Context: an optimization exercise on an open-source flow, tuned for small area and a short achievable clock period. The choices shown serve that exercise and are no tape-out recipe. The RTL was checked by simulation tests, not by an equivalence proof against the original design. Power and IR drop assume default switching activity.

$ cat flow/design.v
module add_carry #(parameter N = 16) (
    input  [N-1:0] a,
    input  [N-1:0] b,
    output [N:0]   c
);
    wire [N:0] s = {1'b0, a} + {1'b0, b};
    assign c = s ^ {1'b0, a ^ b};
endmodule
module y_mux(input c, input z0, input z1, output y);
    assign y = c ? z1 : z0;
endmodule
module z_bit(
    input  s_add, s_sub, s_and, s_or, s_addi,
    input  sum, diff, a, b, x0, x1,
    output z0, z1
);
    wire n1 = ~((s_add & sum) | (s_sub & diff));
    wire n2 = ~((s_and & a & b) | (s_or & (a | b)));
    assign z0 = ~(n1 & n2 & ~(s_addi & x0));
    assign z1 = ~(n1 & n2 & ~(s_addi & x1));
endmodule
module add_bk #(parameter N = 32) (
    input  [N-1:0] a,
    input  [N-1:0] b,
    input          ci,
    output [N-1:0] s
);
    localparam HALF = N / 2;
    reg [N:0] g, p;
    integer i, l;
    always @* begin
        g = {a & b, ci};
        p = {a ^ b, 1'b0};
        for (l = 1; l <= N; l = l * 2)
            for (i = 2*l-1; i <= N; i = i + 2*l) begin
                g[i] = g[i] | (p[i] & g[i-l]);
                p[i] = p[i] & p[i-l];
            end
        for (l = HALF; l >= 1; l = l / 2)
            for (i = 3*l-1; i <= N; i = i + 2*l) begin
                g[i] = g[i] | (p[i] & g[i-l]);
                p[i] = p[i] & p[i-l];
            end
    end
    assign s = a ^ b ^ g[N-1:0];
endmodule
module ctrl_dec(
    input  [5:0] op,
    input  [5:0] funct,
    output s_add, s_sub, s_and, s_or, s_addi
);
    wire is_r   = op == 6'b000000;
    wire is_lw  = op == 6'b100011;
    wire is_sw  = op == 6'b101011;
    wire is_beq = op == 6'b000100;
    wire f_add  = funct == 6'b100000;
    wire f_sub  = funct == 6'b100010;
    wire f_or   = funct == 6'b100101;
    wire f_slt  = funct == 6'b101010;
    assign s_addi = is_lw | is_sw;
    assign s_sub  = is_beq | (is_r & f_sub);
    assign s_or   = is_r & f_or;
    assign s_and  = is_r & ~(f_add | f_sub | f_or | f_slt);
    assign s_add  = (is_r & f_add) | ~(is_r | s_addi | is_beq);
endmodule
module rf_aoi222(input s0, d0, s1, d1, s2, d2, output y);
    assign y = ~((s0 & d0) | (s1 & d1) | (s2 & d2));
endmodule
module rf_tail(input n8, n9, s0, d0, s1, d1, output y);
    assign y = ~(n8 & n9 & ~((s0 & d0) | (s1 & d1)));
endmodule
module rf_rdbit(input [31:0] sel, input [31:0] d, output q);
    wire [9:0] n;
    wire tl;
    genvar g;
    generate
        for (g = 0; g < 10; g = g + 1) begin : t
            rf_aoi222 u(.s0(sel[3*g]), .d0(d[3*g]), .s1(sel[3*g+1]), .d1(d[3*g+1]),
                        .s2(sel[3*g+2]), .d2(d[3*g+2]), .y(n[g]));
        end
    endgenerate
    rf_tail u10(.n8(n[8]), .n9(n[9]), .s0(sel[30]), .d0(d[30]), .s1(sel[31]), .d1(d[31]), .y(tl));
    assign q = ~&n[3:0] | ~&n[7:4] | tl;
endmodule
module rf_dec(input [4:0] a, input dis, output [31:0] y);
    genvar g;
    generate
        for (g = 0; g < 32; g = g + 1) begin : d
            assign y[g] = ~dis & (a == g);
        end
    endgenerate
endmodule
module smips_core(
    input clk,
    input reset,
    output [31:0] imem_addr,
    input  [31:0] imem_rdata,
    output [31:0] dmem_addr,
    output [31:0] dmem_wdata,
    output        dmem_we,
    input  [31:0] dmem_rdata
);
    wire [5:0]  op    = imem_rdata[31:26];
    wire [4:0]  rs    = imem_rdata[25:21];
    wire [4:0]  rt    = imem_rdata[20:16];
    wire [4:0]  rd    = imem_rdata[15:11];
    wire [5:0]  funct = imem_rdata[5:0];
    wire [15:0] imm   = imem_rdata[15:0];
    reg  [31:0] A, B;
    reg  [29:0] pc;      
    wire is_r   = op == 6'b000000;
    wire is_lw  = op == 6'b100011;
    wire is_sw  = op == 6'b101011;
    wire is_beq = op == 6'b000100;
    wire sel_add, sel_sub, sel_and, sel_or, sel_addi;
    ctrl_dec u_dec(.op(op), .funct(funct), .s_add(sel_add), .s_sub(sel_sub),
                   .s_and(sel_and), .s_or(sel_or), .s_addi(sel_addi));
    wire [31:0] y_add, y_sub;
    add_bk #(32) u_add(.a(A), .b(B),  .ci(1'b0), .s(y_add));
    add_bk #(32) u_sub(.a(A), .b(~B), .ci(1'b1), .s(y_sub));
    wire [16:0] c_lo;
    add_carry #(16) u_addi(.a(A[15:0]), .b(imm), .c(c_lo));
    wire [15:0] p_lo  = A[15:0] ^ imm;
    wire [15:0] a_hi  = A[31:16];
    wire [15:0] a_inc = a_hi + 16'd1;
    wire [15:0] a_dec = a_hi - 16'd1;
    wire [31:0] x0 = {imm[15] ? a_dec : a_hi, p_lo};
    wire [31:0] x1 = {imm[15] ? a_hi : a_inc, ~p_lo};
    wire [31:0] cy = {{16{c_lo[16]}}, c_lo[15:0]};
    wire [31:0] z0, z1, y;
    genvar k;
    generate
        for (k = 0; k < 32; k = k + 1) begin : ym
            z_bit uz(.s_add(sel_add), .s_sub(sel_sub), .s_and(sel_and), .s_or(sel_or),
                     .s_addi(sel_addi), .sum(y_add[k]), .diff(y_sub[k]), .a(A[k]), .b(B[k]),
                     .x0(x0[k]), .x1(x1[k]), .z0(z0[k]), .z1(z1[k]));
            if (k == 0) begin : b0
                assign y[k] = z0[k];
            end else begin : bk
                y_mux u(.c(cy[k]), .z0(z0[k]), .z1(z1[k]), .y(y[k]));
            end
        end
    endgenerate
    assign imem_addr  = {pc, 2'b00};
    assign dmem_addr  = y;
    assign dmem_wdata = B;
    assign dmem_we    = is_sw;
    wire        taken   = is_beq & (A == B);
    wire [29:0] pc_off  = taken ? {{14{imm[15]}}, imm} : 30'd0;
    wire [30:0] pc_sum  = {pc, 1'b1} + {pc_off, 1'b1};
    always @(posedge clk)
        if (reset) pc <= 30'd0;
        else       pc <= pc_sum[30:1];
    wire        we = is_r | is_lw;
    wire [4:0]  wa = is_r ? rd : rt;
    wire [31:0] wd = reset ? 32'd0 : (is_lw ? dmem_rdata : y);
    reg  [31:0] rf [0:31];
    genvar g, b;
    generate
        for (g = 0; g < 32; g = g + 1) begin : regs
            wire wen = reset | (we & (wa == g));
            always @(posedge clk)
                if (wen) rf[g] <= wd;
        end
    endgenerate
    wire [31:0] sel_a, sel_b, a_d, b_d;
    rf_dec u_deca(.a(rs), .dis(reset), .y(sel_a));
    rf_dec u_decb(.a(rt), .dis(reset), .y(sel_b));
    generate
        for (b = 0; b < 32; b = b + 1) begin : rdp
            wire [31:0] col;
            for (g = 0; g < 32; g = g + 1) begin : c
                assign col[g] = rf[g][b];
            end
            rf_rdbit ua(.sel(sel_a), .d(col), .q(a_d[b]));
            rf_rdbit ub(.sel(sel_b), .d(col), .q(b_d[b]));
        end
    endgenerate
    always @(posedge clk) begin
        A <= a_d;
        B <= b_d;
    end
endmodule
$ cat flow/flow/run.sh
#!/bin/bash
# Standard ORFS layout (the standard.sh) with three changes:
#  - input/output ports buffered with buf_2 instead of the resizer's default pick
#  - clock tree: larger sink clusters, clkbuf_8/16 only, no dummy loads
# Each tool's output stays in orfs/logs; make's own output goes to standard.log.
set -euo pipefail
export BUFFER_PORTS_ARGS="-buffer_cell sky130_fd_sc_hd__buf_2"
export CTS_ARGS="-sink_clustering_enable -repair_clock_nets -dont_use_dummy_load -sink_clustering_size 20 -sink_clustering_max_diameter 80 -buf_list {sky130_fd_sc_hd__clkbuf_8 sky130_fd_sc_hd__clkbuf_16}"
bash standard.sh > standard.log 2>&1
$ cat flow/standard.sh
#!/bin/bash
# synth_recipe.tcl (not shown) runs the flow's synth.tcl, then flattens the netlist and writes it again
# the make line also repeats each setting of config.mk as NAME=value (left out here)
make -C /OpenROAD-flow-scripts/flow DESIGN_CONFIG=/design/flow/config.mk WORK_HOME=/design/flow/orfs CLKGATE_MAP_FILE= SYNTH_SCRIPT=/design/flow/synth_recipe.tcl "${@:-finish}"
$ cat flow/config.mk
export PLATFORM = sky130hd
export DESIGN_NAME = smips_core
export DESIGN_NICKNAME = smips_core
export VERILOG_FILES = /design/flow/design.v
export SDC_FILE = /design/flow/constraint.sdc
export NUM_CORES = 4
export LEC_CHECK = 0
export CAP_MARGIN = 20
export CELL_PAD_IN_SITES_DETAIL_PLACEMENT = 1
export CORE_MARGIN = 2
export CORE_UTILIZATION = 40
export PLACE_DENSITY = 0.5
export SETUP_SLACK_MARGIN = 4.5
export SLEW_MARGIN = 20
export SYNTH_HIERARCHICAL = 1
export SYNTH_MINIMUM_KEEP_SIZE = 0
$ cat flow/constraint.sdc
create_clock -name core_clock -period 11.0 [get_ports {clk}]
set_input_delay 2.2000 -clock core_clock [delete_from_list [all_inputs] [get_ports {clk}]]
set_output_delay 2.2000 -clock core_clock [all_outputs]
set_load 0.01 [all_outputs]
==> results of run 1 <==
[path summary, 6_finish.rpt]
| kind | from | endpoint | slack [ns] | depth (start not counted) |
|---|---|---|---|---|
| worst max-delay path | imem_rdata[9] | dmem_addr[18] | 4.52 | 10 |
| worst min-delay path | rf[10][2] | A[2] | 0.48 | 2 |
| worst max register to register | A[3] | pc[27] | 5.79 | 14 |
| worst min register to register | rf[10][2] | A[2] | 0.48 | 2 |
[through the flow]
| stage | hold slack (ns) | power, mW | setup WS [ns] | std cells |
|---|---|---|---|---|
| after global placement | 0.495 | 8.24 | 4.05 | 5432 |
| final | 0.484 | 11.0 | 4.52 | 5546 |
| after CTS | 0.487 | 10.9 | 4.49 | 5522 |
| after detailed placement | 0.502 | 8.31 | 3.96 | 5432 |
| after global routing | 0.495 | 11.4 | 4.43 | 5543 |
| after floorplan | 0.471 | 7.23 | 3.74 | 3520 |
[state kept, by name, summed over array words and instances (netlist names)]
signal,flops
B,32
pc,30
rf,1024
A,32
[placed cells by master (no fill, tap or decap), types with 82 or more instances in the layout]
cell and count:
nand4_1 89, nand3_1 82, ha_1 91, a222oi_1 672
nand2_1 191, edfxtp_1 1024, a21oi_1 97, buf_2 153
buf_4 164, inv_1 168
[power by group through the flow]
stage                     sequential, mW  clock, mW  combinational [mW]
after floorplan                     6.05          0                1.18
after global placement              6.18          0                2.06
after detailed placement            6.22          0                2.08
after CTS                           6.14       2.62                2.15
after global routing                6.24       2.75                2.41
final                               6.16       2.59                2.27
[what timing repair did]
item                                    in CTS  in global routing
pin swaps                                   20                 52
gates resized for setup                     79                 92
setup buffers                               13                 19
cloned                                       3                  0
endpoints found under the setup margin      32                 32
[tightest hold or removal path, cell delays in order (launching register included)]
cell      delay (ns)
edfxtp_1        0.34
a222oi_1        0.07
nand4_1         0.07
[metal layers]
layer / routed length, µm / up-vias / global-route usage [%]
met4: 10300 / 16 / 13.9
li1: - / 16206 / -
met2: 99800 / 2898 / 51.5
met1: 86200 / 21101 / 44.4
met3: 27700 / 561 / 8.97
met5: 110 / - / 0
[final cells by class]
type	instances	area (µm²)	share of cell area, %
sequential	1118	32800	56.1
clock buffer	74	1850	3.17
inverter	170	638	1.09
timing repair buffer	330	2240	3.84
antenna	5	12.5	0.0214
multi-input combinational	2187	18800	32.2
tap	1662	2080	3.56
==> metrics.md, run 1 <==
| Metric | Value |
|---|---|
| Total GRT Usage | 33.3% |
| Final TNS setup | 0 ns |
| FMAX | 154 MHz |
| Die ar. | 0.131 mm² |
| Power per standard cell area | 189 mW/mm² |
| First-pass GRT wire length | 309 mm |
| Critical path required time | 8.80 ns |
| Gpl congestion | 0.893 |
| Clock Latency Late Sink | 0.68 ns |
| Die Ht | 361 µm |
| Starting Density | 40.1% |
| Mapped Cells | 3518 |
| Sw power | 3.38 mW |
| Final hold vios | 0 |
| Number of I/O pins | 163 |
| Clk_skew | 0.0922 ns |
| Worst Tran Pin Value | 1.08 ns |
| Period utilisation layout | 58.9% |
| Clock Power Share | 23.5% |
| Cts hold-fix bufs | 0 |
| Max cap viols | 0 |
| CTS root buf | clkbuf_16 |
| Buf/Inv on CP | 4 |
| Outcome | finished clean |
| Static leakage | 20.0 nW |
| Post-Syn Area per Cell | 14.5 µm² |
| Slowest stage delay, CP | 0.34 ns |
| Initial antenna violation count | 16 |
| Placed cell area | 0.0555 mm² |
| Design area | 0.0583 mm² |
| Worst IR Drop VDD | 0.110 mV |
| Reg clk slew, reported paths | 0.08 ns |
| Worst Setup End Kind | output port |
| Final setup viols | 0 |
| First drt pass iteration count | 14 |
| Vias in the first global route | 40219 |
| 1st-iter DRT viols | 8296 |
| Max Root-Sink Buffers | 3 |
| Largest net degree at the start of global routing | 79 |
| Sequential Power Share | 55.9% |
| CTS tree | built |
| Synth warn | 9 |
| Routed len/inst | 40.4 µm |
| Logic pwr share | 20.6% |
| Die width | 361 µm |
| Worst Hold Class | reg -> reg |
| Vias per inst | 7.35 |
| Critical Path AT | 4.28 ns |
| # clock sinks | 1118 |
| Fillcell total | 12614 |
| Final Max Slew Viols | 0 |
| Delay-heaviest family, CP | compound AO/OA/AOI/OAI gates |
| Util after Layout | 45.9% |
| Core region area | 0.127 mm² |
| I/O Buffers | 160 |
| # H-tree levels | 3 |
| Switching Share | 30.7% |
| # DRC | 0 |
| Syn-to-layout area delta | 14.3% |
| CP max FO | 8 |
| Detailed Place HPWL | 137 mm |
| Crit path launch type | primary input |
| Crit path time final | 6.48 ns |
| Routed Antenna Nets | 0 |
| CP cell instances | buf_2 -> ha_1 -> a21oi_1 -> o21ai_2 -> a41oi_2 -> o21ai_4 -> buf_12 -> buf_12 -> mux2_4 -> buf_2 |
| CP max-delay cell | ha_1 |
| Post-Syn Area | 0.0511 mm² |
| Layout cells sized above 1 | 18.5% |
| TritonCTS buffer count | 74 |
| Row count | 131 |
| GRT overflow | 0 |
| Final WL | 224 mm |
| Vias after detailed routing | 40782 |
| P_int | 7.64 mW |
| Final #Nets | 4086 |
| RSZ-0062 raised after global routing | true |
| Crit Path Class | in -> out |
| Slew HR | 27.3% |
==> inputs of run 2 (changes only) <==
==> flow/flow/run.sh (replaced) <==
#!/bin/bash
# Standard ORFS layout (the standard.sh) with three changes:
#  - input/output ports buffered with buf_2 instead of the resizer's default pick
#  - clock tree: sink clusters of up to 25 within 100 um, clkbuf_8/16 only, no dummy loads
# Each tool's output stays in orfs/logs; make's own output goes to standard.log.
set -euo pipefail
export BUFFER_PORTS_ARGS="-buffer_cell sky130_fd_sc_hd__buf_2"
export CTS_ARGS="-sink_clustering_enable -repair_clock_nets -dont_use_dummy_load -sink_clustering_size 25 -sink_clustering_max_diameter 100 -buf_list {sky130_fd_sc_hd__clkbuf_8 sky130_fd_sc_hd__clkbuf_16}"
bash standard.sh > standard.log 2>&1
==> metrics.md, run 2 <==
| Metric | Value |
|---|---|
| Outcome | finished clean |
| CTS root buf | clkbuf_16 |
| # DRC | 0 |
| Final #Nets | 4074 |
| Util after Layout | 45.5% |
| Detailed Place HPWL | 137 mm |
| Critical Path AT | 4.34 ns |
| FMAX | 153 MHz |
| Hold_sp | rf[8][10] |
| Layout cells sized above 1 | 18.4% |
| Final TNS setup | 0 ns |
| Die Ht | 361 µm |
| Crit Path Class | in -> out |
| Synth warn | 9 |
| Starting Density | 40.1% |
| Worst reg2reg startpoint | A[23] |
| Hold Path End | B[10] |
| Number of I/O pins | 163 |
| Worst Hold Class | reg -> reg |
| Register area | 0.0328 mm² |
| Largest register FFs | 1024 |
| GRT overflow | 0 |
| Top reg by flops | rf |
| Core region area | 0.127 mm² |
| Max Root-Sink Buffers | 3 |
| Syn-to-layout area delta | 13.4% |
| Reg2Reg Capture Point | pc[27] |
| Slew HR | 25.0% |
| Vias in the first global route | 40067 |
| Routed len/inst | 40.4 µm |
| Static leakage | 19.8 nW |
| Worst r2r path cells | 14 |
| Buf/Inv on CP | 2 |
| Critical path required time | 8.80 ns |
| Period utilisation layout | 59.5% |
| Die width | 361 µm |
| Largest net degree at the start of global routing | 79 |
| Gpl congestion | 0.893 |
| # clock sinks | 1118 |
| CP cell instances | buf_2 -> ha_1 -> nand4_1 -> a21oi_1 -> a2111oi_2 -> o41ai_1 -> mux2_4 -> buf_6 |
| Vias per inst | 7.36 |
| 1st-iter DRT viols | 8101 |
| Commonest non-fill, non-tap cells in the layout | edfxtp_1, a222oi_1, nand2_1 |
| CTS tree | built |
| Vias after detailed routing | 40734 |
| Die ar. | 0.131 mm² |
| Power per standard cell area | 184 mW/mm² |
| Clock Latency Late Sink | 0.71 ns |
| Post-Syn Area | 0.0511 mm² |
| Routed Antenna Nets | 0 |
| Fillcell total | 12636 |
| Final setup viols | 0 |
| Post-Syn Area per Cell | 14.5 µm² |
| First drt pass iteration count | 11 |
| Multi-input gate area | 0.0188 mm² |
| Delay-heaviest family, CP | compound AO/OA/AOI/OAI gates |
| Initial antenna violation count | 18 |
| Crit path launch type | primary input |
| Top Registers | rf: 1024 flops, A: 32 flops, B: 32 flops |
| CP max-delay cell | o41ai_1 |
| Hold Crit Depth | 2 |
| Worst Setup End Kind | output port |
| Clk_skew | 0.0655 ns |
| Row count | 131 |
| CP max FO | 5 |
| Mapped Cells | 3518 |
| Setup slack, reg-to-reg | 5.74 ns |
| Crit path time final | 6.54 ns |
| TritonCTS buffer count | 53 |
| Final WL | 224 mm |
| Worst IR Drop VDD | 0.123 mV |
| Slowest stage delay, CP | 0.56 ns |
| RSZ-0062 raised after global routing | true |
| Worst Tran Pin Value | 1.11 ns |
| Commonest non-fill, non-tap cell in the layout | edfxtp_1 |
| Total GRT Usage | 33.2% |
| I/O Buffers | 160 |
| First-pass GRT wire length | 309 mm |
| Pwr Total | 10.6 mW |
| Reg clk slew, reported paths | 0.09 ns |
| Max cap viols | 0 |
| Final Max Slew Viols | 0 |
| # H-tree levels | 2 |
| Cts hold-fix bufs | 0 |
| Final hold vios | 0 |
## run 2: metrics by stage
step	area [µm²]	cells	setup WS [ns]	hold WS, ns
after floorplan	51100	3520	3.74	0.471
final	57900	5534	4.46	0.520
after global routing	57900	5529	4.33	0.550
after CTS	57400	5502	4.50	0.513
after detailed placement	55500	5432	3.96	0.502
after global placement	55500	5432	4.05	0.495
## run 2: metal layers
layer	track usage, %	vias to the layer above	wire, µm
li1	-	16174	-
met1	44.6	21122	86500
met2	51.4	2876	99400
met3	8.41	546	27400
met4	13.7	16	10400
met5	0	-	101
## run 2: cell type report
cell class,count,share of cell area (%)
Timing Repair Buffer,339,3.97
Inverter,170,1.10
Clock buffer,53,2.29
Multi-Input combinational cell,2187,32.5
Sequential cell,1118,56.6
Tap cell,1662,3.59
Antenna cell,5,0.0216
## run 2: what timing repair did
action,4_1_cts,5_1_grt
buffers inserted,14,27
pin swaps,21,53
endpoints found under the setup margin,32,32
cloned,3,0
resized for setup,94,84
## run 2: how the worst max path moves through the flow
stage / from / endpoint / slack, ns / cells after the start
finish: imem_rdata[2] / dmem_addr[13] / 4.46 / 8
CTS: B[2] / dmem_addr[28] / 4.50 / 15
global placement: imem_rdata[31] / dmem_addr[20] / 4.05 / 10
floorplan: imem_rdata[31] / dmem_addr[13] / 3.74 / 6
detailed placement: imem_rdata[31] / dmem_addr[17] / 3.96 / 10
global route: B[16] / dmem_addr[28] / 4.33 / 13
## run 2: worst min-delay path: stages, from the launching register on
cell and delay [ns]:
edfxtp_1 0.35, a222oi_1 0.09, nand4_1 0.09
## run 2: where the power goes
part / total (mW) / internal (mW) / switching [mW] / leakage, nW
combinational: 2.29 / 0.792 / 1.50 / 7.80
clock: 2.18 / 0.860 / 1.32 / 0.653
sequential: 6.16 / 5.66 / 0.497 / 11.3
==> inputs of run 3 (changes only) <==
==> flow/flow/run.sh (replaced) <==
#!/bin/bash
# Standard ORFS layout (the standard.sh) with three changes:
#  - input/output ports buffered with buf_1 instead of the resizer's default pick
#  - clock tree: sink clusters of up to 25 within 100 um, clkbuf_8/16 only, no dummy loads
# Each tool's output stays in orfs/logs; make's own output goes to standard.log.
set -euo pipefail
export BUFFER_PORTS_ARGS="-buffer_cell sky130_fd_sc_hd__buf_1"
export CTS_ARGS="-sink_clustering_enable -repair_clock_nets -dont_use_dummy_load -sink_clustering_size 25 -sink_clustering_max_diameter 100 -buf_list {sky130_fd_sc_hd__clkbuf_8 sky130_fd_sc_hd__clkbuf_16}"
bash standard.sh > standard.log 2>&1
==> metrics.md, run 3 <==
| Metric | Value |
|---|---|
| Static leakage | 19.5 nW |
| Mapped Cells | 3518 |
| Clk_skew | 0.0722 ns |
| I/O Buffers | 160 |
| Die width | 361 µm |
| Final TNS setup | 0 ns |
| Max Root-Sink Buffers | 3 |
| Critical Path AT | 4.33 ns |
| Number of I/O pins | 163 |
| Worst Setup End Kind | output port |
| Crit Path Class | in -> out |
| Top Registers | rf: 1024 flops, A: 32 flops, B: 32 flops |
| Routed len/inst | 40.5 µm |
| Worst IR Drop VDD | 0.132 mV |
| CTS tree | built |
| Initial antenna violation count | 26 |
| Vias after detailed routing | 40768 |
| Period utilisation layout | 59.4% |
| Commonest non-fill, non-tap cells in the layout | edfxtp_1, a222oi_1, buf_4 |
| Largest register FFs | 1024 |
| RSZ-0062 raised after global routing | true |
| Row count | 131 |
| Post-Place Cells | 5431 |
| Post-Syn Area | 0.0511 mm² |
| Vias per inst | 7.32 |
| Layout cells sized above 1 | 16.6% |
| Sequential Power Share | 57.4% |
| # DRC | 0 |
| 1st-iter DRT viols | 8584 |
| Gpl congestion | 0.885 |
| Design area | 0.0584 mm² |
| Clock Power Share | 20.4% |
| Post-Syn Area per Cell | 14.5 µm² |
| Logic pwr share | 22.2% |
| Critical path required time | 8.80 ns |
| # clock sinks | 1118 |
| Starting Density | 40.1% |
| Die Ht | 361 µm |
| Max cap viols | 0 |
| Final Max Slew Viols | 0 |
| Crit path launch type | primary input |
| Total GRT Usage | 33.0% |
| Syn-to-layout area delta | 14.3% |
| Vias in the first global route | 39623 |
| Worst Tran Pin Value | 1.10 ns |
| CP max FO | 8 |
| Slew HR | 26.6% |
| Largest net degree at the start of global routing | 70 |
| Detailed Place HPWL | 138 mm |
| TritonCTS buffer count | 53 |
| P_int | 7.35 mW |
| Final hold vios | 0 |
| CTS root buf | clkbuf_16 |
| Placed cell area | 0.0553 mm² |
| GRT overflow | 0 |
| Top reg by flops | rf |
| Final instance count without filler cells | 5570 |
| Final WL | 225 mm |
| FMAX | 153 MHz |
| Switching Share | 31.5% |
| Worst Hold Class | reg -> reg |
| Commonest non-fill, non-tap cell in the layout | edfxtp_1 |
| Final #Nets | 4109 |
| Sw power | 3.38 mW |
| Pwr Total | 10.7 mW |
| Outcome | finished clean |
| First drt pass iteration count | 12 |
| Cts hold-fix bufs | 0 |
| # H-tree levels | 2 |
| Routed Antenna Nets | 0 |
| Die ar. | 0.131 mm² |
| First-pass GRT wire length | 306 mm |
| Final setup viols | 0 |
| Power per standard cell area | 184 mW/mm² |
| Reg clk slew, reported paths | 0.10 ns |
| Crit path time final | 6.53 ns |
| Synth warn | 9 |
| Core region area | 0.127 mm² |
| Clock Latency Late Sink | 0.71 ns |
## run 3: routing by layer
metal | track usage, % | up-vias | share of wire, %
met5 | 0.259 | - | 0.087
met4 | 11.7 | 22 | 4.1
met3 | 8.30 | 501 | 13
met2 | 51.4 | 2953 | 45
met1 | 44.8 | 21043 | 38
li1 | - | 16249 | -
## run 3: path summary, 6_finish.rpt
| kind | startpoint | endpoint | slack (ns) | cells after the start |
|---|---|---|---|---|
| hold reg to reg | rf[7][5] | A[5] | 0.51 | 2 |
| setup reg to reg | A[23] | pc[27] | 5.56 | 14 |
| hold / removal | rf[7][5] | A[5] | 0.51 | 2 |
| setup / recovery | imem_rdata[8] | dmem_addr[21] | 4.47 | 9 |
## run 3: worst max-delay path, stage by stage
cell      delay, ns
clkbuf_2       0.18
ha_4           0.33
o211ai_1       0.19
or3_4          0.45
o21ai_4        0.18
buf_12         0.14
buf_12         0.16
mux2_4         0.36
buf_6          0.13
## run 3: timing repair
| item | in CTS | in global routing |
|---|---|---|
| gates cloned | 2 | 1 |
| buffers inserted | 14 | 63 |
| endpoints found under the setup margin | 32 | 31 |
| gates resized for setup | 109 | 166 |
| pin swaps | 20 | 69 |
## run 3: area by class of cell
class | instances | area (µm²)
fillers | 12649 | 68800
diodes | 6 | 15.0
repair buffers | 374 | 2460
flip-flops and latches | 1118 | 32800
well taps | 1662 | 2080
multi-input cells | 2187 | 19000
clock buffers | 53 | 1330
inverters | 170 | 641
## run 3: through the flow
stage	util (%)	setup WS [ns]	hold slack [ns]
2_1_floorplan	-	3.74	0.471
3_3_place_gp	43.5	4.11	0.501
3_5_place_dp	43.5	3.94	0.498
4_1_cts	44.9	4.49	0.518
5_1_grt	45.9	4.33	0.547
6_report	45.9	4.47	0.515
## run 3: power by group through the flow
stage | clock network [mW] | registers (mW) | logic, mW
final | 2.19 | 6.16 | 2.38
after floorplan | 0 | 6.05 | 1.18
after CTS | 2.21 | 6.13 | 2.13
after global routing | 2.33 | 6.23 | 2.51
after detailed placement | 0 | 6.22 | 2.06
after global placement | 0 | 6.18 | 2.03
==> inputs of run 4 (changes only) <==
--- a/flow/design.v
+++ b/flow/design.v
@@ -6,18 +6,18 @@
     wire [N:0] s = {1'b0, a} + {1'b0, b};
     assign c = s ^ {1'b0, a ^ b};
 endmodule
-module y_mux(input c, input z0, input z1, output y);
-    assign y = c ? z1 : z0;
+module y_mux(input nc, input nz0, input nz1, output y);
+    assign y = ~(nc ? nz0 : nz1);
 endmodule
 module z_bit(
     input  s_add, s_sub, s_and, s_or, s_addi,
     input  sum, diff, a, b, x0, x1,
-    output z0, z1
+    output nz0, nz1
 );
     wire n1 = ~((s_add & sum) | (s_sub & diff));
     wire n2 = ~((s_and & a & b) | (s_or & (a | b)));
-    assign z0 = ~(n1 & n2 & ~(s_addi & x0));
-    assign z1 = ~(n1 & n2 & ~(s_addi & x1));
+    assign nz0 = n1 & n2 & ~(s_addi & x0);
+    assign nz1 = n1 & n2 & ~(s_addi & x1);
 endmodule
 module add_bk #(parameter N = 32) (
     input  [N-1:0] a,
@@ -63,6 +63,89 @@
     assign s_and  = is_r & ~(f_add | f_sub | f_or | f_slt);
     assign s_add  = (is_r & f_add) | ~(is_r | s_addi | is_beq);
 endmodule
+module cg_nand2(input a, b, output y);
+    assign y = ~(a & b);
+endmodule
+module cg_nor2(input a, b, output y);
+    assign y = ~(a | b);
+endmodule
+module cg_inv(input a, output y);
+    assign y = ~a;
+endmodule
+module cg_a21oi(input a1, a2, b1, output y);
+    assign y = ~((a1 & a2) | b1);
+endmodule
+module cg_o21ai(input a1, a2, b1, output y);
+    assign y = ~((a1 | a2) & b1);
+endmodule
+module carry16(
+    input  [15:0] a,
+    input  [15:0] b,
+    output [15:0] nc,
+    output        nc16
+);
+    wire [15:0] g0, p0;       
+    wire [15:0] g1, p1;       
+    wire [15:0] g2, p2;       
+    wire [15:0] g3, p3;       
+    wire [15:0] g4;           
+    genvar i;
+    generate
+        for (i = 0; i < 16; i = i + 1) begin : l0
+            cg_nand2 ug(.a(a[i]), .b(b[i]), .y(g0[i]));
+            if (i >= 1) begin : p
+                cg_nor2 up(.a(a[i]), .b(b[i]), .y(p0[i]));
+            end else begin : np
+                assign p0[i] = 1'b1;
+            end
+        end
+        for (i = 0; i < 16; i = i + 1) begin : l1
+            if (i >= 1) begin : n
+                cg_o21ai ug(.a1(p0[i]), .a2(g0[i-1]), .b1(g0[i]), .y(g1[i]));
+            end else begin : t
+                cg_inv ug(.a(g0[i]), .y(g1[i]));
+            end
+            if (i >= 2) begin : p
+                cg_nor2 up(.a(p0[i]), .b(p0[i-1]), .y(p1[i]));
+            end else begin : np
+                assign p1[i] = 1'b0;
+            end
+        end
+        for (i = 0; i < 16; i = i + 1) begin : l2
+            if (i >= 2) begin : n
+                cg_a21oi ug(.a1(p1[i]), .a2(g1[i-2]), .b1(g1[i]), .y(g2[i]));
+            end else begin : t
+                cg_inv ug(.a(g1[i]), .y(g2[i]));
+            end
+            if (i >= 4) begin : p
+                cg_nand2 up(.a(p1[i]), .b(p1[i-2]), .y(p2[i]));
+            end else begin : np
+                assign p2[i] = 1'b1;
+            end
+        end
+        for (i = 0; i < 16; i = i + 1) begin : l3
+            if (i >= 4) begin : n
+                cg_o21ai ug(.a1(p2[i]), .a2(g2[i-4]), .b1(g2[i]), .y(g3[i]));
+            end else begin : t
+                cg_inv ug(.a(g2[i]), .y(g3[i]));
+            end
+            if (i >= 8) begin : p
+                cg_nor2 up(.a(p2[i]), .b(p2[i-4]), .y(p3[i]));
+            end else begin : np
+                assign p3[i] = 1'b0;
+            end
+        end
+        for (i = 0; i < 16; i = i + 1) begin : l4
+            if (i >= 8) begin : n
+                cg_a21oi ug(.a1(p3[i]), .a2(g3[i-8]), .b1(g3[i]), .y(g4[i]));
+            end else begin : t
+                cg_inv ug(.a(g3[i]), .y(g4[i]));
+            end
+        end
+    endgenerate
+    cg_a21oi ug16(.a1(p3[15]), .a2(g3[7]), .b1(g3[15]), .y(nc16));
+    assign nc = g4;
+endmodule
 module rf_aoi222(input s0, d0, s1, d1, s2, d2, output y);
     assign y = ~((s0 & d0) | (s1 & d1) | (s2 & d2));
 endmodule
@@ -112,32 +195,35 @@
     wire is_lw  = op == 6'b100011;
     wire is_sw  = op == 6'b101011;
     wire is_beq = op == 6'b000100;
-    wire sel_add, sel_sub, sel_and, sel_or, sel_addi;
-    ctrl_dec u_dec(.op(op), .funct(funct), .s_add(sel_add), .s_sub(sel_sub),
-                   .s_and(sel_and), .s_or(sel_or), .s_addi(sel_addi));
+    wire [1:0] sel_add, sel_sub, sel_and, sel_or, sel_addi;
+    ctrl_dec u_dec0(.op(op), .funct(funct), .s_add(sel_add[0]), .s_sub(sel_sub[0]),
+                    .s_and(sel_and[0]), .s_or(sel_or[0]), .s_addi(sel_addi[0]));
+    ctrl_dec u_dec1(.op(op), .funct(funct), .s_add(sel_add[1]), .s_sub(sel_sub[1]),
+                    .s_and(sel_and[1]), .s_or(sel_or[1]), .s_addi(sel_addi[1]));
     wire [31:0] y_add, y_sub;
     add_bk #(32) u_add(.a(A), .b(B),  .ci(1'b0), .s(y_add));
     add_bk #(32) u_sub(.a(A), .b(~B), .ci(1'b1), .s(y_sub));
-    wire [16:0] c_lo;
-    add_carry #(16) u_addi(.a(A[15:0]), .b(imm), .c(c_lo));
+    wire [15:0] nc_lo;
+    wire        nc16b;
+    carry16 u_addi(.a(A[15:0]), .b(imm), .nc(nc_lo), .nc16(nc16b));
     wire [15:0] p_lo  = A[15:0] ^ imm;
     wire [15:0] a_hi  = A[31:16];
     wire [15:0] a_inc = a_hi + 16'd1;
     wire [15:0] a_dec = a_hi - 16'd1;
     wire [31:0] x0 = {imm[15] ? a_dec : a_hi, p_lo};
     wire [31:0] x1 = {imm[15] ? a_hi : a_inc, ~p_lo};
-    wire [31:0] cy = {{16{c_lo[16]}}, c_lo[15:0]};
-    wire [31:0] z0, z1, y;
+    wire [31:0] ncy = {{8{nc16b}}, {8{nc_lo[15]}}, nc_lo[14:0], 1'b1};
+    wire [31:0] nz0, nz1, y;
     genvar k;
     generate
         for (k = 0; k < 32; k = k + 1) begin : ym
-            z_bit uz(.s_add(sel_add), .s_sub(sel_sub), .s_and(sel_and), .s_or(sel_or),
-                     .s_addi(sel_addi), .sum(y_add[k]), .diff(y_sub[k]), .a(A[k]), .b(B[k]),
-                     .x0(x0[k]), .x1(x1[k]), .z0(z0[k]), .z1(z1[k]));
+            z_bit uz(.s_add(sel_add[k/16]), .s_sub(sel_sub[k/16]), .s_and(sel_and[k/16]),
+                     .s_or(sel_or[k/16]), .s_addi(sel_addi[k/16]), .sum(y_add[k]), .diff(y_sub[k]), .a(A[k]), .b(B[k]),
+                     .x0(x0[k]), .x1(x1[k]), .nz0(nz0[k]), .nz1(nz1[k]));
             if (k == 0) begin : b0
-                assign y[k] = z0[k];
+                assign y[k] = ~nz0[k];
             end else begin : bk
-                y_mux u(.c(cy[k]), .z0(z0[k]), .z1(z1[k]), .y(y[k]));
+                y_mux u(.nc(ncy[k]), .nz0(nz0[k]), .nz1(nz1[k]), .y(y[k]));
             end
         end
     endgenerate
@@ -145,12 +231,13 @@
     assign dmem_addr  = y;
     assign dmem_wdata = B;
     assign dmem_we    = is_sw;
-    wire        taken   = is_beq & (A == B);
-    wire [29:0] pc_off  = taken ? {{14{imm[15]}}, imm} : 30'd0;
-    wire [30:0] pc_sum  = {pc, 1'b1} + {pc_off, 1'b1};
+    wire        taken  = is_beq & (y_sub == 32'd0);   
+    wire [29:0] pc_inc = pc + 30'd1;
+    wire [30:0] pc_br  = {pc, 1'b1} + {{14{imm[15]}}, imm, 1'b1};
     always @(posedge clk)
-        if (reset) pc <= 30'd0;
-        else       pc <= pc_sum[30:1];
+        if (reset)      pc <= 30'd0;
+        else if (taken) pc <= pc_br[30:1];
+        else            pc <= pc_inc;
     wire        we = is_r | is_lw;
     wire [4:0]  wa = is_r ? rd : rt;
     wire [31:0] wd = reset ? 32'd0 : (is_lw ? dmem_rdata : y);
--- a/flow/config.mk
+++ b/flow/config.mk
@@ -10,7 +10,7 @@
 export CORE_MARGIN = 2
 export CORE_UTILIZATION = 40
 export PLACE_DENSITY = 0.5
-export SETUP_SLACK_MARGIN = 4.5
+export SETUP_SLACK_MARGIN = 4.8
 export SLEW_MARGIN = 20
 export SYNTH_HIERARCHICAL = 1
 export SYNTH_MINIMUM_KEEP_SIZE = 0
==> metrics.md, run 4 <==
| Metric | Value |
|---|---|
| Final hold vios | 0 |
| Max Root-Sink Buffers | 3 |
| # DRC | 0 |
| Max cap viols | 0 |
| Smallest setup slack after layout | 4.60 ns |
| Core region area | 0.129 mm² |
| I/O Buffers | 160 |
| CP max-delay cell | nand4_1 |
| Post-Syn Area per Cell | 14.0 µm² |
| Gpl congestion | 0.881 |
| Routed len/inst | 37.3 µm |
| Syn-to-layout area delta | 16.8% |
| Buf/Inv on CP | 4 |
| Top reg by flops | rf |
| Worst r2r path cells | 18 |
| Design area | 0.0605 mm² |
| WL met3 | 23.7 mm |
| Delay-heaviest family, CP | simple AND/OR/NAND/NOR gates |
| Cell count along the critical path | 13 |
| FMAX | 156 MHz |
| TritonCTS buffer count | 54 |
| DR WL met2 | 101 mm |
| Commonest non-fill, non-tap cell in the layout | edfxtp_1 |
| Reg2Reg Capture Point | pc[24] |
| Fillcell total | 12841 |
| CP cell instances | buf_12 -> buf_12 -> clkinvlp_4 -> and3_4 -> and3_4 -> nand4_1 -> nor2_2 -> nand3_1 -> xnor2_1 -> nand2_1 -> o211a_1 -> mux2i_1 -> buf_2 |
| 1st-iter DRT viols | 8052 |
| Largest net degree at the start of global routing | 49 |
| Final Max Slew Viols | 0 |
| Outcome | finished clean |
| Worst setup path endpoint | dmem_addr[29] |
| Die ar. | 0.132 mm² |
| Vias per inst | 7.07 |
| Worst Setup End Kind | output port |
| Worst IR Drop VDD | 0.117 mV |
| Synth warn | 9 |
| Final WL | 219 mm |
| Period utilisation layout | 58.1% |
| Final TNS setup | 0 ns |
| Post-Syn Area | 0.0518 mm² |
| Final #Nets | 4309 |
| Largest register FFs | 1024 |
| Worst reg2reg startpoint | B[11] |
| # clock sinks | 1118 |
| Row count | 132 |
| Setup slack, reg-to-reg | 5.80 ns |
| GRT overflow | 0 |
| Util after Layout | 46.9% |
| CP max FO | 4 |
| Placed cell area | 0.0562 mm² |
| Static leakage | 20.3 nW |
| Crit path launch type | primary input |
| Slew HR | 36.9% |
| Mapped Cells | 3691 |
| First drt pass iteration count | 13 |
| Worst Hold Class | reg -> reg |
| Top Registers | rf: 1024 flops, A: 32 flops, B: 32 flops |
| Total GRT Usage | 31.8% |
| Critical Path AT | 4.20 ns |
| Multi-input gate area | 0.0203 mm² |
| Initial antenna violation count | 12 |
| Register area | 0.0328 mm² |
| Place WS | 3.74 ns |
| Die Ht | 364 µm |
| Die width | 364 µm |
| Layout cells sized above 1 | 19.0% |
| M1 wire length | 83.5 mm |
| Routed Antenna Nets | 0 |
| Slowest stage delay, CP | 0.23 ns |
| Clock Latency Late Sink | 0.72 ns |
| Vias after detailed routing | 41482 |
| Crit Path Class | in -> out |
| Cts hold-fix bufs | 0 |
| Detailed Place HPWL | 127 mm |
| Final setup viols | 0 |
| Commonest non-fill, non-tap cells in the layout | edfxtp_1, a222oi_1, buf_4 |
| Crit path launch | imem_rdata[15] |
| Number of I/O pins | 163 |
| # H-tree levels | 2 |
| Worst Tran Pin Value | 0.946 ns |
| CTS tree | built |
| Crit path time final | 6.40 ns |
| DR top layer | met5 |
| First-pass GRT wire length | 302 mm |
| Reg clk slew, reported paths | 0.10 ns |
| Vias in the first global route | 41653 |
| Power per standard cell area | 180 mW/mm² |
| Starting Density | 40.2% |
| Clk_skew | 0.0811 ns |
| RSZ-0062 raised after global routing | true |
| Critical path required time | 8.80 ns |
| CTS root buf | clkbuf_16 |
[run 4: metrics by stage]
| stage | std cells | power (mW) | hold slack (ns) |
|---|---|---|---|
| finish | 5864 | 10.9 | 0.518 |
| global route | 5859 | 11.3 | 0.552 |
| CTS | 5810 | 10.7 | 0.518 |
| detailed placement | 5693 | 8.28 | 0.499 |
| global placement | 5693 | 8.21 | 0.489 |
| floorplan | 3693 | 7.24 | 0.471 |
[run 4: worst min path at each step]
stage | from | end | cells after the start
after floorplan | rf[10][0] | A[0] | 2
after global placement | rf[10][14] | B[14] | 2
after detailed placement | rf[10][14] | B[14] | 2
after CTS | rf[10][14] | B[14] | 2
after global routing | rf[10][21] | A[21] | 2
final | rf[10][14] | B[14] | 2
[run 4: metal layers]
metal	track usage, %	vias to the layer above
li1	-	16937
met5	0	-
met4	14.4	18
met1	41.2	21337
met3	6.62	538
met2	51.4	2652
[run 4: area by class of cell]
class	instances	share of cell area [%]
antenna	6	0.0248
clock buffer	54	2.23
inverter	188	1.17
multi-input combinational	2341	33.5
sequential	1118	54.2
tap	1742	3.60
timing repair buffer	415	5.26
[run 4: power by group]
part	leakage, nW	internal (mW)	switching [mW]
clock	0.665	0.875	1.33
combinational	8.34	0.904	1.62
sequential	11.3	5.68	0.473
[run 4: worst reg2reg max path, stage by stage, from the launching register on]
cell and delay (ns):
dfxtp_4 0.44, inv_1 0.10, ha_1 0.34, nand4_4 0.14, a2111oi_4 0.21, buf_4 0.18
o211ai_1 0.09, buf_4 0.18, nand2_2 0.11, o21ai_2 0.09, nand2b_1 0.12, fa_2 0.50
nor4_1 0.56, nand4_1 0.39, or3_1 0.80, nor2_1 0.41, nand3_1 0.12, a31o_2 0.23
o311ai_1 0.08
[run 4: what timing repair did]
| action | 4_1_cts | 5_1_grt |
|---|---|---|
| setup endpoints to repair | 32 | 31 |
| hold endpoints to repair | 0 | 0 |
| gates cloned | 7 | 1 |
| buffers inserted | 56 | 47 |
| gates resized for setup | 287 | 182 |
| pin swaps | 67 | 89 |
==> inputs of run 5 (changes only) <==
--- a/flow/design.v
+++ b/flow/design.v
@@ -145,6 +145,14 @@
     endgenerate
     cg_a21oi ug16(.a1(p3[15]), .a2(g3[7]), .b1(g3[15]), .y(nc16));
     assign nc = g4;
+endmodule
+module br_taken(
+    input  [5:0]  op,
+    input  [31:0] a,
+    input  [31:0] b,
+    output        taken
+);
+    assign taken = (op == 6'b000100) & (a == b);
 endmodule
 module rf_aoi222(input s0, d0, s1, d1, s2, d2, output y);
     assign y = ~((s0 & d0) | (s1 & d1) | (s2 & d2));
@@ -231,13 +239,13 @@
     assign dmem_addr  = y;
     assign dmem_wdata = B;
     assign dmem_we    = is_sw;
-    wire        taken  = is_beq & (y_sub == 32'd0);   
-    wire [29:0] pc_inc = pc + 30'd1;
-    wire [30:0] pc_br  = {pc, 1'b1} + {{14{imm[15]}}, imm, 1'b1};
+    wire        taken;
+    br_taken u_br(.op(op), .a(A), .b(B), .taken(taken));
+    wire [29:0] pc_off  = taken ? {{14{imm[15]}}, imm} : 30'd0;
+    wire [30:0] pc_sum  = {pc, 1'b1} + {pc_off, 1'b1};
     always @(posedge clk)
-        if (reset)      pc <= 30'd0;
-        else if (taken) pc <= pc_br[30:1];
-        else            pc <= pc_inc;
+        if (reset) pc <= 30'd0;
+        else       pc <= pc_sum[30:1];
     wire        we = is_r | is_lw;
     wire [4:0]  wa = is_r ? rd : rt;
     wire [31:0] wd = reset ? 32'd0 : (is_lw ? dmem_rdata : y);
--- a/flow/config.mk
+++ b/flow/config.mk
@@ -10,7 +10,7 @@
 export CORE_MARGIN = 2
 export CORE_UTILIZATION = 40
 export PLACE_DENSITY = 0.5
-export SETUP_SLACK_MARGIN = 4.8
+export SETUP_SLACK_MARGIN = 4.7
 export SLEW_MARGIN = 20
 export SYNTH_HIERARCHICAL = 1
 export SYNTH_MINIMUM_KEEP_SIZE = 0
==> metrics.md, run 5 <==
| Metric | Value |
|---|---|
| Outcome | finished clean |
| Initial antenna violation count | 8 |
| Die ar. | 0.132 mm² |
| Worst reg2reg startpoint | A[29] |
| Post-Syn Area | 0.0516 mm² |
| Fillcell total | 12841 |
| Smallest setup slack after layout | 4.66 ns |
| Die width | 363 µm |
| Mapped Cells | 3654 |
| Detailed Place HPWL | 129 mm |
| CTS tree | built |
| Switching Share | 31.8% |
| Routed len/inst | 37.5 µm |
| TritonCTS buffer count | 53 |
| Synth warn | 9 |
| Post-Syn Area per Cell | 14.1 µm² |
| Vias per inst | 7.09 |
| Clock Latency Late Sink | 0.69 ns |
| M3 GR Usage | 5.81% |
| Final setup viols | 0 |
| Crit path launch | imem_rdata[2] |
| Period utilisation layout | 57.7% |
| Final #Nets | 4196 |
| Final hold vios | 0 |
| Core region area | 0.128 mm² |
| Power per standard cell area | 183 mW/mm² |
| Gpl congestion | 0.915 |
| Hold_sp | rf[10][15] |
| Final Max Slew Viols | 0 |
| GRT overflow | 0 |
| Crit path launch type | primary input |
| Busiest grt layer | met2 |
| Worst Tran Pin Value | 1.20 ns |
| CP max-delay cell | mux2i_2 |
| Top Registers | rf: 1024 flops, A: 32 flops, B: 32 flops |
| Final WL | 213 mm |
| CP cell instances | buf_2 -> and2_4 -> a22o_1 -> a211oi_4 -> buf_6 -> buf_8 -> a21oi_1 -> o211a_1 -> mux2i_2 -> buf_2 |
| Routed Antenna Nets | 0 |
| Worst Hold Class | reg -> reg |
| First drt pass iteration count | 10 |
| # H-tree levels | 2 |
| Syn-to-layout area delta | 13.4% |
| Top reg by flops | rf |
| First-pass GRT wire length | 294 mm |
| CP max FO | 8 |
| Worst IR Drop VDD | 0.138 mV |
| Vias after detailed routing | 40288 |
| RSZ-0062 raised after global routing | true |
| Commonest non-fill, non-tap cell in the layout | edfxtp_1 |
| Cts hold-fix bufs | 0 |
| Number of I/O pins | 163 |
| Largest net degree at the start of global routing | 49 |
| Design area | 0.0585 mm² |
| Largest register FFs | 1024 |
| Static leakage | 19.8 nW |
| I/O Buffers | 160 |
| Crit Path Class | in -> out |
| # clock sinks | 1118 |
| P_int | 7.31 mW |
| Most frequent CP cell | buf_2 |
| Critical path required time | 8.80 ns |
| Commonest non-fill, non-tap cells in the layout | edfxtp_1, a222oi_1, nand2_1 |
| Layout cells sized above 1 | 15.5% |
| Reg clk slew, reported paths | 0.10 ns |
| Final TNS setup | 0 ns |
| Sw power | 3.41 mW |
| Place WS | 3.98 ns |
| # DRC | 0 |
| CTS root buf | clkbuf_16 |
| Clk_skew | 0.0574 ns |
| Routing usage on met1 | 41.8% |
| Clock Power Share | 20.1% |
| Slowest stage delay, CP | 0.26 ns |
| Crit path time final | 6.34 ns |
| Placed cell area | 0.0557 mm² |
| Max Root-Sink Buffers | 3 |
| Logic pwr share | 21.9% |
| Hold slack | 0.526 ns |
| Die Ht | 363 µm |
| Vias in the first global route | 39335 |
| 1st-iter DRT viols | 7560 |
| Critical Path AT | 4.14 ns |
| FMAX | 158 MHz |
| Max cap viols | 0 |
| Total GRT Usage | 31.1% |
| Worst Setup End Kind | output port |
| Sequential Power Share | 57.9% |
| Slew HR | 20.0% |
| M2 GR Usage | 48.3% |
| Row count | 131 |
| Starting Density | 40.4% |
[run 5: metal layers]
layer	routed length, µm	vias to the layer above
met5	115	-
met4	12000	4
met3	22100	424
met2	94700	2426
met1	84000	20822
li1	-	16612
[run 5: worst paths after layout]
path,endpoint,slack (ns),depth (start not counted)
setup / recovery,dmem_addr[30],4.66,10
hold / removal,A[15],0.53,2
hold reg to reg,A[15],0.53,2
setup reg to reg,pc[22],6.29,16
[run 5: area by class of cell]
cell class	instances	area [µm²]	share of cell area (%)
diodes	3	7.51	0.0128
clock buffers	53	1330	2.27
inverters	176	661	1.13
multi-input cells	2307	19300	33.0
flip-flops and latches	1118	32800	56.0
well taps	1662	2080	3.55
repair buffers	362	2360	4.04
[run 5: worst max-delay path, delay by kind of cell]
| kind | cells | cell delay, ns |
|---|---|---|
| multiplexers | 1 | 0.26 |
| AND/OR/NAND/NOR | 1 | 0.19 |
| buffers and inverters | 4 | 0.68 |
| AO/OA/AOI/OAI | 4 | 0.79 |
[run 5: through the flow]
step | power [mW] | cells | utilization (%)
6_report | 10.7 | 5681 | 45.8
5_1_grt | 11.1 | 5679 | 45.8
4_1_cts | 10.6 | 5649 | 45.3
3_5_place_dp | 8.35 | 5557 | 43.6
3_3_place_gp | 8.27 | 5556 | 43.6
2_1_floorplan | 7.22 | 3656 | -
[run 5: timing repair]
action,CTS,global route
setup endpoints to repair,32,32
pin swaps,48,58
gates cloned,3,0
resized for setup,159,115
setup buffers,36,29
[run 5: power by group through the flow]
stage               sequential [mW]  clock (mW)  combinational, mW
floorplan                      6.08           0               1.14
global placement               6.23           0               2.04
detailed placement             6.27           0               2.08
CTS                            6.18        2.19               2.20
global route                   6.28        2.33               2.49
finish                         6.21        2.16               2.35
==> inputs of run 6 (changes only) <==
--- a/flow/design.v
+++ b/flow/design.v
@@ -9,15 +9,22 @@
 module y_mux(input nc, input nz0, input nz1, output y);
     assign y = ~(nc ? nz0 : nz1);
 endmodule
+module zb_n(input s0, d0, s1, d1, output y);
+    assign y = ~((s0 & d0) | (s1 & d1));
+endmodule
+module zb_t(input n1, n2, s_addi, x0, x1, output nz0, nz1);
+    assign nz0 = n1 & n2 & ~(s_addi & x0);
+    assign nz1 = n1 & n2 & ~(s_addi & x1);
+endmodule
 module z_bit(
     input  s_add, s_sub, s_and, s_or, s_addi,
     input  sum, diff, a, b, x0, x1,
     output nz0, nz1
 );
-    wire n1 = ~((s_add & sum) | (s_sub & diff));
-    wire n2 = ~((s_and & a & b) | (s_or & (a | b)));
-    assign nz0 = n1 & n2 & ~(s_addi & x0);
-    assign nz1 = n1 & n2 & ~(s_addi & x1);
+    wire n1, n2;
+    zb_n u1(.s0(s_add), .d0(sum), .s1(s_sub), .d1(diff), .y(n1));
+    zb_n u2(.s0(s_and), .d0(a & b), .s1(s_or), .d1(a | b), .y(n2));
+    zb_t ut(.n1(n1), .n2(n2), .s_addi(s_addi), .x0(x0), .x1(x1), .nz0(nz0), .nz1(nz1));
 endmodule
 module add_bk #(parameter N = 32) (
     input  [N-1:0] a,
--- a/flow/config.mk
+++ b/flow/config.mk
@@ -10,7 +10,7 @@
 export CORE_MARGIN = 2
 export CORE_UTILIZATION = 40
 export PLACE_DENSITY = 0.5
-export SETUP_SLACK_MARGIN = 4.7
+export SETUP_SLACK_MARGIN = 4.8
 export SLEW_MARGIN = 20
 export SYNTH_HIERARCHICAL = 1
 export SYNTH_MINIMUM_KEEP_SIZE = 0
==> metrics.md, run 6 <==
| Metric | Value |
|---|---|
| DR WL met2 | 98.2 mm |
| Total GRT Usage | 31.6% |
| Routed len/inst | 37.3 µm |
| P_int | 7.35 mW |
| Clock Latency Late Sink | 0.71 ns |
| Max Root-Sink Buffers | 3 |
| Hold Path End | B[29] |
| Detailed Place HPWL | 130 mm |
| Worst Hold Class | reg -> reg |
| Synth warn | 9 |
| WL met3 | 24.3 mm |
| Max cap viols | 0 |
| Final setup viols | 0 |
| Worst IR Drop VDD | 0.176 mV |
| CP max FO | 8 |
| Hold Crit Depth | 2 |
| Vias after detailed routing | 40822 |
| Clk_skew | 0.0713 ns |
| Cell count along the critical path | 12 |
| Commonest non-fill, non-tap cell in the layout | edfxtp_1 |
| Worst Tran Pin Value | 1.19 ns |
| GRT overflow | 0 |
| Starting Density | 40.2% |
| # clock sinks | 1118 |
| Post-Syn Area | 0.0518 mm² |
| Number of I/O pins | 163 |
| Initial antenna violation count | 18 |
| Mapped Cells | 3655 |
| Logic pwr share | 22.5% |
| Clock Power Share | 20.3% |
| Layout cells sized above 1 | 19.1% |
| Die Ht | 364 µm |
| # DRC | 0 |
| Worst r2r path cells | 24 |
| Routed Antenna Nets | 0 |
| Slew HR | 20.0% |
| Worst reg2reg startpoint | A[0] |
| Static leakage | 20.1 nW |
| # H-tree levels | 2 |
| First drt pass iteration count | 12 |
| CP cell instances | buf_1 -> buf_6 -> nor2_1 -> a22o_1 -> a211oi_4 -> buf_6 -> buf_16 -> a22oi_2 -> nand2_2 -> a21oi_2 -> mux2i_2 -> buf_2 |
| Vias per inst | 7.04 |
| CP max-delay cell | a211oi_4 |
| Most frequent CP cell | buf_6 |
| CTS root buf | clkbuf_16 |
| Final #Nets | 4223 |
| CTS tree | built |
| Hold slack | 0.524 ns |
| Largest net degree at the start of global routing | 78 |
| Vias in the first global route | 40048 |
| Final WL | 216 mm |
| Pwr Total | 10.8 mW |
| Core region area | 0.129 mm² |
| Smallest setup slack after layout | 4.66 ns |
| Final Max Slew Viols | 0 |
| I/O Buffers | 160 |
| Sequential Power Share | 57.2% |
| Reg clk slew, reported paths | 0.10 ns |
| Critical Path AT | 4.14 ns |
| Reg2Reg Capture Point | rf[31][14] |
| Crit Path Class | in -> out |
| Sw power | 3.43 mW |
| Switching Share | 31.8% |
| Power per standard cell area | 182 mW/mm² |
| Largest register FFs | 1024 |
| First-pass GRT wire length | 298 mm |
| Commonest non-fill, non-tap cells in the layout | edfxtp_1, a222oi_1, buf_4 |
| Crit path launch type | primary input |
| Post-Syn Area per Cell | 14.2 µm² |
| Crit path time final | 6.34 ns |
| TritonCTS buffer count | 54 |
| Final hold vios | 0 |
| RSZ-0062 raised after global routing | true |
| 1st-iter DRT viols | 7860 |
| Util after Layout | 45.9% |
| Final TNS setup | 0 ns |
| Critical path required time | 8.80 ns |
| Top reg by flops | rf |
| M1 wire length | 84.6 mm |
| Slowest stage delay, CP | 0.33 ns |
| Buf/Inv on CP | 5 |
| Syn-to-layout area delta | 14.3% |
| Top Registers | rf: 1024 flops, A: 32 flops, B: 32 flops |
| Row count | 132 |
| Delay-heaviest family, CP | buffers and inverters |
| Place WS | 3.66 ns |
| Period utilisation layout | 57.6% |
| Die width | 364 µm |
| Worst Setup End Kind | output port |
| Gpl congestion | 0.916 |
| Outcome | finished clean |
| Die ar. | 0.132 mm² |
| Hold_sp | rf[10][29] |
| DR top layer | met5 |
| Setup slack, reg-to-reg | 6.26 ns |
| FMAX | 158 MHz |
## run 6: per-layer routing
metal	vias up	GRT usage (%)
met5	-	0
met4	10	12.7
met3	423	5.57
met2	2757	49.7
met1	21003	43.3
li1	16629	-
## run 6: worst reg2reg max path: stages, from the launching register on
cell,delay (ns)
dfxtp_4,0.40
inv_1,0.07
fa_2,0.42
nand2b_4,0.17
a21oi_4,0.25
o21ai_0,0.14
and2_1,0.21
o21ai_2,0.20
a21boi_1,0.11
fa_2,0.39
xnor2_4,0.23
a22oi_2,0.07
nand2_1,0.11
a21oi_1,0.05
mux2i_1,0.23
buf_4,0.15
buf_4,0.09
buf_4,0.09
buf_4,0.10
buf_4,0.10
buf_4,0.09
buf_4,0.09
nand2_1,0.06
a21oi_2,0.24
buf_4,0.40
## run 6: what timing repair did
action / CTS / global route
endpoints found under the setup margin: 32 / 31
pin swaps: 39 / 33
setup buffers: 55 / 22
hold buffers: 0 / 0
gates cloned: 2 / 2
gates resized for setup: 142 / 119
## run 6: worst max-delay path by stage
stage	to	slack, ns	from
6_report	dmem_addr[16]	4.66	imem_rdata[1]
3_5_place_dp	dmem_addr[17]	3.66	imem_rdata[5]
3_3_place_gp	dmem_addr[17]	3.68	imem_rdata[5]
2_1_floorplan	dmem_addr[16]	4.86	imem_rdata[5]
4_1_cts	dmem_addr[22]	4.77	imem_rdata[26]
5_1_grt	dmem_addr[29]	4.59	imem_rdata[1]
## run 6: area by class of cell
type                       count  area, µm²
sequential                  1118      32700
timing repair buffer         386       2690
clock buffer                  54       1350
tap                         1742       2180
inverter                     144        541
fill                       12886      69700
multi-input combinational   2341      19700
antenna                       10       25.0
## run 6: stage by stage
stage,cell area [µm²],std cells
after global routing,59200,5789
after CTS,58600,5760
after floorplan,51900,3657
after global placement,56100,5646
after detailed placement,56200,5649
final,59200,5795
## run 6: power by group through the flow
stage / sequential [mW] / clock [mW] / combinational (mW)
floorplan: 6.08 / 0 / 1.18
global placement: 6.19 / 0 / 2.10
detailed placement: 6.24 / 0 / 2.13
CTS: 6.14 / 2.24 / 2.27
global route: 6.24 / 2.36 / 2.57
finish: 6.17 / 2.19 / 2.42
==> inputs of run 7 (changes only) <==
--- a/flow/design.v
+++ b/flow/design.v
@@ -9,22 +9,15 @@
 module y_mux(input nc, input nz0, input nz1, output y);
     assign y = ~(nc ? nz0 : nz1);
 endmodule
-module zb_n(input s0, d0, s1, d1, output y);
-    assign y = ~((s0 & d0) | (s1 & d1));
-endmodule
-module zb_t(input n1, n2, s_addi, x0, x1, output nz0, nz1);
-    assign nz0 = n1 & n2 & ~(s_addi & x0);
-    assign nz1 = n1 & n2 & ~(s_addi & x1);
-endmodule
 module z_bit(
     input  s_add, s_sub, s_and, s_or, s_addi,
     input  sum, diff, a, b, x0, x1,
     output nz0, nz1
 );
-    wire n1, n2;
-    zb_n u1(.s0(s_add), .d0(sum), .s1(s_sub), .d1(diff), .y(n1));
-    zb_n u2(.s0(s_and), .d0(a & b), .s1(s_or), .d1(a | b), .y(n2));
-    zb_t ut(.n1(n1), .n2(n2), .s_addi(s_addi), .x0(x0), .x1(x1), .nz0(nz0), .nz1(nz1));
+    wire n1 = ~((s_add & sum) | (s_sub & diff));
+    wire n2 = ~((s_and & a & b) | (s_or & (a | b)));
+    assign nz0 = n1 & n2 & ~(s_addi & x0);
+    assign nz1 = n1 & n2 & ~(s_addi & x1);
 endmodule
 module add_bk #(parameter N = 32) (
     input  [N-1:0] a,
@@ -152,14 +145,6 @@
     endgenerate
     cg_a21oi ug16(.a1(p3[15]), .a2(g3[7]), .b1(g3[15]), .y(nc16));
     assign nc = g4;
-endmodule
-module br_taken(
-    input  [5:0]  op,
-    input  [31:0] a,
-    input  [31:0] b,
-    output        taken
-);
-    assign taken = (op == 6'b000100) & (a == b);
 endmodule
 module rf_aoi222(input s0, d0, s1, d1, s2, d2, output y);
     assign y = ~((s0 & d0) | (s1 & d1) | (s2 & d2));
@@ -246,13 +231,13 @@
     assign dmem_addr  = y;
     assign dmem_wdata = B;
     assign dmem_we    = is_sw;
-    wire        taken;
-    br_taken u_br(.op(op), .a(A), .b(B), .taken(taken));
-    wire [29:0] pc_off  = taken ? {{14{imm[15]}}, imm} : 30'd0;
-    wire [30:0] pc_sum  = {pc, 1'b1} + {pc_off, 1'b1};
+    wire        taken  = is_beq & (A == B);
+    wire [29:0] pc_inc = pc + 30'd1;
+    wire [30:0] pc_br  = {pc, 1'b1} + {{14{imm[15]}}, imm, 1'b1};
     always @(posedge clk)
-        if (reset) pc <= 30'd0;
-        else       pc <= pc_sum[30:1];
+        if (reset)      pc <= 30'd0;
+        else if (taken) pc <= pc_br[30:1];
+        else            pc <= pc_inc;
     wire        we = is_r | is_lw;
     wire [4:0]  wa = is_r ? rd : rt;
     wire [31:0] wd = reset ? 32'd0 : (is_lw ? dmem_rdata : y);
==> flow/flow/run.sh (replaced) <==
#!/bin/bash
# Standard ORFS layout (the standard.sh) with three changes:
#  - input/output ports buffered with buf_2 instead of the resizer's default pick
#  - clock tree: larger sink clusters, clkbuf_8/16 only, no dummy loads
# Each tool's output stays in orfs/logs; make's own output goes to standard.log.
set -euo pipefail
export BUFFER_PORTS_ARGS="-buffer_cell sky130_fd_sc_hd__buf_2"
export CTS_ARGS="-sink_clustering_enable -repair_clock_nets -dont_use_dummy_load -sink_clustering_size 20 -sink_clustering_max_diameter 80 -buf_list {sky130_fd_sc_hd__clkbuf_8 sky130_fd_sc_hd__clkbuf_16}"
bash standard.sh > standard.log 2>&1
--- a/flow/config.mk
+++ b/flow/config.mk
@@ -10,7 +10,7 @@
 export CORE_MARGIN = 2
 export CORE_UTILIZATION = 40
 export PLACE_DENSITY = 0.5
-export SETUP_SLACK_MARGIN = 4.8
+export SETUP_SLACK_MARGIN = 4.7
 export SLEW_MARGIN = 20
 export SYNTH_HIERARCHICAL = 1
 export SYNTH_MINIMUM_KEEP_SIZE = 0
==> metrics.md, run 7 <==
| Metric | Value |
|---|---|
| Synth warn | 9 |
| Core region area | 0.129 mm² |
| GRT overflow | 0 |
| Period utilisation layout | 57.5% |
| 1st-iter DRT viols | 7539 |
| Cts hold-fix bufs | 0 |
| Final TNS setup | 0 ns |
| # DRC | 0 |
| Worst reg2reg startpoint | B[6] |
| P_int | 7.67 mW |
| Top Registers | rf: 1024 flops, A: 32 flops, B: 32 flops |
| Worst Setup End Kind | output port |
| Clk_skew | 0.0733 ns |
| Clock Power Share | 23.1% |
| Worst IR Drop VDD | 0.0984 mV |
| Die Ht | 365 µm |
| Critical Path AT | 4.13 ns |
| Busiest grt layer | met2 |
| Hold Path End | B[25] |
| Vias per inst | 7.00 |
| Number of I/O pins | 163 |
| Vias in the first global route | 40600 |
| Mapped Cells | 3738 |
| Switching Share | 30.8% |
| Gpl congestion | 0.904 |
| # H-tree levels | 3 |
| TritonCTS buffer count | 73 |
| Reg clk slew, reported paths | 0.08 ns |
| Slew HR | 22.7% |
| Hold_sp | rf[10][25] |
| Reg2Reg Capture Point | rf[7][18] |
| Sequential Power Share | 55.7% |
| Hold Crit Depth | 2 |
| M2 GR Usage | 49.0% |
| Post-Syn Area per Cell | 13.9 µm² |
| Commonest non-fill, non-tap cells in the layout | edfxtp_1, a222oi_1, nand2_1 |
| Die width | 365 µm |
| Crit path launch type | primary input |
| Post-Syn Area | 0.0521 mm² |
| CTS tree | built |
| Crit Path Class | in -> out |
| Final Max Slew Viols | 0 |
| Crit path launch | imem_rdata[4] |
| Sw power | 3.41 mW |
| M3 GR Usage | 5.13% |
| Final setup viols | 0 |
| First-pass GRT wire length | 293 mm |
| Die ar. | 0.133 mm² |
| # clock sinks | 1118 |
| Commonest non-fill, non-tap cell in the layout | edfxtp_1 |
| FMAX | 158 MHz |
| Initial antenna violation count | 8 |
| Layout cells sized above 1 | 18.9% |
| Largest net degree at the start of global routing | 47 |
| Clock Latency Late Sink | 0.70 ns |
| Routing usage on met1 | 41.6% |
| Syn-to-layout area delta | 15.6% |
| CTS root buf | clkbuf_16 |
| Power per standard cell area | 184 mW/mm² |
| Vias after detailed routing | 41150 |
| I/O Buffers | 160 |
| Starting Density | 40.3% |
| Worst Hold Class | reg -> reg |
| RSZ-0062 raised after global routing | true |
| Post-Place Cells | 5730 |
| Routed Antenna Nets | 0 |
| Fillcell total | 13069 |
| Worst Tran Pin Value | 1.16 ns |
| Top reg by flops | rf |
| Total GRT Usage | 30.6% |
| Detailed Place HPWL | 128 mm |
| Max cap viols | 0 |
| Final hold vios | 0 |
| Logic pwr share | 21.2% |
| Crit path time final | 6.33 ns |
| Final instance count without filler cells | 5879 |
| Row count | 132 |
| CP max FO | 8 |
| Critical path required time | 8.80 ns |
| Max Root-Sink Buffers | 3 |
| Final #Nets | 4322 |
| Final WL | 211 mm |
| Routed len/inst | 35.8 µm |
| Util after Layout | 46.5% |
| Largest register FFs | 1024 |
| Worst r2r path cells | 15 |
| Static leakage | 20.7 nW |
| First drt pass iteration count | 10 |
| Outcome | finished clean |
| Setup slack, reg-to-reg | 6.77 ns |
-- run 7: changes by cell type in the layout (fill, tap and decap cells not counted), sizes merged, moves of 14 or more --
cell	before	now
or2	38	6
a22oi	130	66
nand2	196	234
o21bai	4	18
xnor2	52	70
a211oi	8	23
inv	144	186
and2	66	12
a222oi	640	672
o211a	2	65
-- run 7: what timing repair did --
action                                  4_1_cts  5_1_grt
endpoints found under the setup margin       32       32
gates resized for setup                     119      127
gates cloned                                  1        6
buffers inserted                             18       41
pin swaps                                    38       45
-- run 7: power groups by stage --
stage	Sequential (mW)	Combinational, mW	Clock, mW
after global routing	6.25	2.50	2.75
after global placement	6.19	2.06	0
after detailed placement	6.24	2.10	0
final	6.17	2.35	2.56
after CTS	6.15	2.18	2.60
after floorplan	6.08	1.19	0
-- run 7: through the flow --
stage	setup slack (ns)	area, µm²	hold slack (ns)	total power [mW]
2_1_floorplan	4.76	52200	0.471	7.27
3_3_place_gp	4.06	56800	0.501	8.26
3_5_place_dp	3.93	56900	0.519	8.34
4_1_cts	4.66	59300	0.538	10.9
5_1_grt	4.61	60200	0.561	11.5
6_report	4.67	60200	0.540	11.1
-- run 7: routing by layer --
layer	wire length, µm	part of all wire (%)	up-vias
met2	97100	46	2459
met4	8120	3.9	2
met3	20800	9.9	413
li1	-	-	17037
met1	84700	40	21239
met5	16	0.0076	-
-- run 7: cell type report --
cell class	instances	area, µm²	share of cell area (%)
inverters	186	698	1.16
multi-input cells	2385	20100	33.3
flip-flops and latches	1118	32800	54.4
well taps	1742	2180	3.62
repair buffers	367	2690	4.47
diodes	8	20.0	0.0332
clock buffers	73	1830	3.03
-- run 7: worst max-delay path by stage --
| stage | endpoint | slack (ns) | cells after the start |
|---|---|---|---|
| global placement | dmem_addr[3] | 4.06 | 8 |
| floorplan | dmem_addr[16] | 4.76 | 6 |
| CTS | dmem_addr[21] | 4.66 | 12 |
| detailed placement | dmem_addr[8] | 3.93 | 8 |
| global route | dmem_addr[25] | 4.61 | 12 |
| finish | dmem_addr[30] | 4.67 | 10 |
-- run 7: worst max-delay path: stages --
cell	delay, ns
buf_2	0.17
nor2b_4	0.20
nand4b_1	0.24
a21oi_4	0.31
buf_6	0.21
a222oi_1	0.11
buf_4	0.17
o211a_1	0.13
mux2i_1	0.20
buf_2	0.18

[re-timing with driven ports]
No port has a modelled driver above. Below, the same layouts with a new extraction and two added sets of constraints. Step 1 sets driving cells, clkbuf_16 on the clock port and buf_2 on the other inputs (assumed; they add their load-dependent delay and slew). Step 2 also shifts input and output timing later by t, the mid clock arrival at the registers, as if the neighbouring blocks saw the same clock. Three values: ideal, step 1, step 2; two values: the first two.
run | shift t [ns] | setup slack, ns | slew at the worst register clock pin (ns)
run 1 | 0.730 | 4.517 / 4.494 / 4.216 | 0.09 / 0.09
run 2 | 0.770 | 4.460 / 4.395 / 4.176 | 0.10 / 0.10
run 3 | 0.764 | 4.469 / 4.440 / 4.088 | 0.11 / 0.11
run 4 | 0.760 | 4.604 / 4.552 / 4.552 | 0.11 / 0.11
run 5 | 0.736 | 4.657 / 4.601 / 4.418 | 0.10 / 0.10
run 6 | 0.748 | 4.664 / 4.611 / 4.583 | 0.11 / 0.11
run 7 | 0.742 | 4.671 / 4.647 / 4.610 | 0.09 / 0.09
After both steps every run listed still meets setup and hold. The setup slack of run 3, which loses most, moves by -0.029 ns with the drivers and by -0.381 ns with both steps.
